Context: an optimization exercise on an open-source flow, tuned for small area and a short achievable clock period. The choices shown serve that exercise and are no tape-out recipe.
Function was checked by simulation only, so behaviour that the tests miss may differ from the original.
Power figures rest on the tool's default switching activity, not on a simulated workload.

## run 1
// matrix_dot_4x4
module matrix_dot_4x4 (
    input clk,
    input reset,
    input [7:0] A_in_0, A_in_1, A_in_2, A_in_3,
    input [7:0] B_in_0, B_in_1, B_in_2, B_in_3,
    output [31:0] C_out_00, C_out_01, C_out_02, C_out_03,
    output [31:0] C_out_10, C_out_11, C_out_12, C_out_13,
    output [31:0] C_out_20, C_out_21, C_out_22, C_out_23,
    output [31:0] C_out_30, C_out_31, C_out_32, C_out_33
);
    reg [7:0] a0_0, a0_1, a0_2;
    reg [9:1] xa0_0, xa0_1, xa0_2;
    reg [7:0] a1_0, a1_1, a1_2;
    reg [9:1] xa1_0, xa1_1, xa1_2;
    reg [7:0] a2_0, a2_1, a2_2;
    reg [9:1] xa2_0, xa2_1, xa2_2;
    reg [7:0] a3_0, a3_1, a3_2;
    reg [9:1] xa3_0, xa3_1, xa3_2;
    reg [7:0] b0_0, b0_1, b0_2;
    reg [7:0] b1_0, b1_1, b1_2;
    reg [7:0] b2_0, b2_1, b2_2;
    reg [7:0] b3_0, b3_1, b3_2;
    reg [9:1] xb0_0, xb0_1, xb0_2;
    wire [9:1] a3n0;
    PE_x3 ua3n0 (.v(A_in_0), .y(a3n0));
    wire [9:1] a3n1;
    PE_x3 ua3n1 (.v(A_in_1), .y(a3n1));
    wire [9:1] a3n2;
    PE_x3 ua3n2 (.v(A_in_2), .y(a3n2));
    wire [9:1] a3n3;
    PE_x3 ua3n3 (.v(A_in_3), .y(a3n3));
    wire [9:1] b3n0;
    PE_x3 ub3n0 (.v(B_in_0), .y(b3n0));
    always @(posedge clk) begin
        a0_0 <= A_in_0; a0_1 <= a0_0; a0_2 <= a0_1;
        xa0_0 <= a3n0; xa0_1 <= xa0_0; xa0_2 <= xa0_1;
        a1_0 <= A_in_1; a1_1 <= a1_0; a1_2 <= a1_1;
        xa1_0 <= a3n1; xa1_1 <= xa1_0; xa1_2 <= xa1_1;
  ...
For scale: ~5300 cells after synthesis, about 1100 flip-flops, ~580 I/O pins, ~0.057 mm2 of cells after synthesis.
Settings: LEC_CHECK=0, CAP_MARGIN=20, CORE_MARGIN=2, CORE_UTILIZATION=40, CTS_CLUSTER_DIAMETER=120, CTS_CLUSTER_SIZE=24, SETUP_SLACK_MARGIN=2.6, SLEW_MARGIN=20, SYNTH_HIERARCHICAL=1; clock period 5.0 ns.
run.sh (not shown) runs the stock make flow with config.mk's settings and CLKGATE_MAP_FILE= SYNTH_SCRIPT=/design/flow/synth_recipe.tcl, a recipe that flattens the netlist after the stock synthesis.
Input changes introduced in run 2 (baseline for comparison: run 1):
Settings: changing SLEW_MARGIN from 20 to 0; changing CAP_MARGIN from 20 to 0; changing CORE_UTILIZATION from 40 to 46; setting TNS_END_PERCENT to 5 for the first time.
==> flow/flow/run.sh (new file) <==
#!/bin/bash
# Layout flow: the standard layout (standard.sh), with the port buffers
# made of plain buffers instead of the delay-cell footprint buffer_ports picks
# by default. Every tool's output goes to standard.log in this folder.
set -euo pipefail
export BUFFER_PORTS_ARGS="-buffer_cell sky130_fd_sc_hd__buf_2"
bash standard.sh finish > standard.log 2>&1
==> flow/standard.sh (new file) <==
#!/bin/bash
# synth_recipe.tcl (not shown) runs the flow's synth.tcl, then flattens the netlist and writes it again
# the make line also repeats each setting of config.mk as NAME=value (left out here)
make -C /OpenROAD-flow-scripts/flow DESIGN_CONFIG=/design/flow/config.mk WORK_HOME=/design/flow/orfs CLKGATE_MAP_FILE= SYNTH_SCRIPT=/design/flow/synth_recipe.tcl "${@:-finish}"
removed: flow/run.sh
Findings:
- The final layouts of run 1 and run 2 pass the timing, design-rule and antenna checks.
- Compared with run 1, run 2 instantiates a smaller number of cells.
- Combinational cell power of run 2 falls short of that of run 1 by more than 10%.
- Run 2 ends up with a time the final worst path needs with I/O delays and setup that is 49 ps higher than in run 1.
- Looking at area growth from synthesis to final layout, run 2 sits below run 1.
- Run 2 ends up with lower design area than run 1 does.
> inputs changed (run 2 -> run 3)
Settings: CORE_UTILIZATION changed from 46 to 34.
--- outcome ---
- Across run 2 and run 3, none had a timing, DRC or antenna violation.
- Clock skew, run 2 and run 3: lower on run 3
- Looking at global-route met3 utilization, run 3 sits 2.0 points below run 2.
- Of run 3 and run 2, it is run 3 that has the lower post-layout minimum cycle time.
- In the tables for run 2 and run 3, number of cells in the finished layout apart from fillers reads higher with run 3.
- Max layout overhead on the synthesized area across run 2 and run 3: run 3
- The higher maximum frequency of run 2 and run 3 is in run 3.
- [compare] base=run 2 new=run 3: delay of the slowest cell on the worst path lower, worst slew margin relative to its limit -2.9 points.
diff inputs: run 3 => run 4
Settings: CORE_UTILIZATION: 34 -> 40; SETUP_SLACK_MARGIN: 2.6 -> 2.8.
[summary]
- Higher number of antenna violations at the first check in global routing goes to run 3 over run 4.
- In the reports for run 3 and run 4, the larger worst hold slack belongs to run 3.
- Looking only at utilization, and setting everything else aside, the lower value of run 3 and run 4 goes to run 3.
- Looking at final area across both flows, run 4 is the weaker of the two, with run 3 ahead.
- Relative to run 3, the worst-case vdd ir drop of run 4 is higher by 42%.
- No stage failed in run 4, and the final checks on the layout all came back clean.
- The worst-case setup margin in the final layout in run 4 sits 12 ps above the value recorded for run 3.
- Non-clock buffer share of cell area ends up higher on run 4.
- Fraction of final layout cells with drive strength greater than 1 is higher on run 4

-- afterwards: timing with drivers on the ports --
The flow's constraints put no driver on any port. The routed layouts listed below were extracted and timed again, unchanged, in two steps. Step 1 sets driving cells, clkbuf_16 on the clock port and buf_2 on the other inputs (assumed; they add their load-dependent delay and slew). Step 2 moves the port delays by t, midway between the first and last clock arrival at a register: inputs arrive t later, outputs are due t later. That takes back most of the time a late clock gives input paths. Slacks: no drivers / after step 1 / after step 2; pairs: no drivers / after step 1.
| run | t, ns | slack for setup (ns) | hold slack, ns | worst register clock-pin slew, ns | pins driven straight from the clock port |
|---|---|---|---|---|---|
| run 1 | 0.754 | 2.467 / 2.467 / 1.761 | 0.368 / 0.368 / 0.368 | 0.10 / 0.10 | 1 |
| run 2 | 0.736 | 2.418 / 2.418 / 1.812 | 0.365 / 0.365 / 0.365 | 0.10 / 0.10 | 1 |
| run 3 | 0.760 | 2.465 / 2.465 / 1.759 | 0.369 / 0.369 / 0.369 | 0.10 / 0.10 | 1 |
| run 4 | 0.746 | 2.477 / 2.477 / 1.835 | 0.365 / 0.365 / 0.365 | 0.10 / 0.10 | 1 |
After both steps every run listed still meets setup and hold.
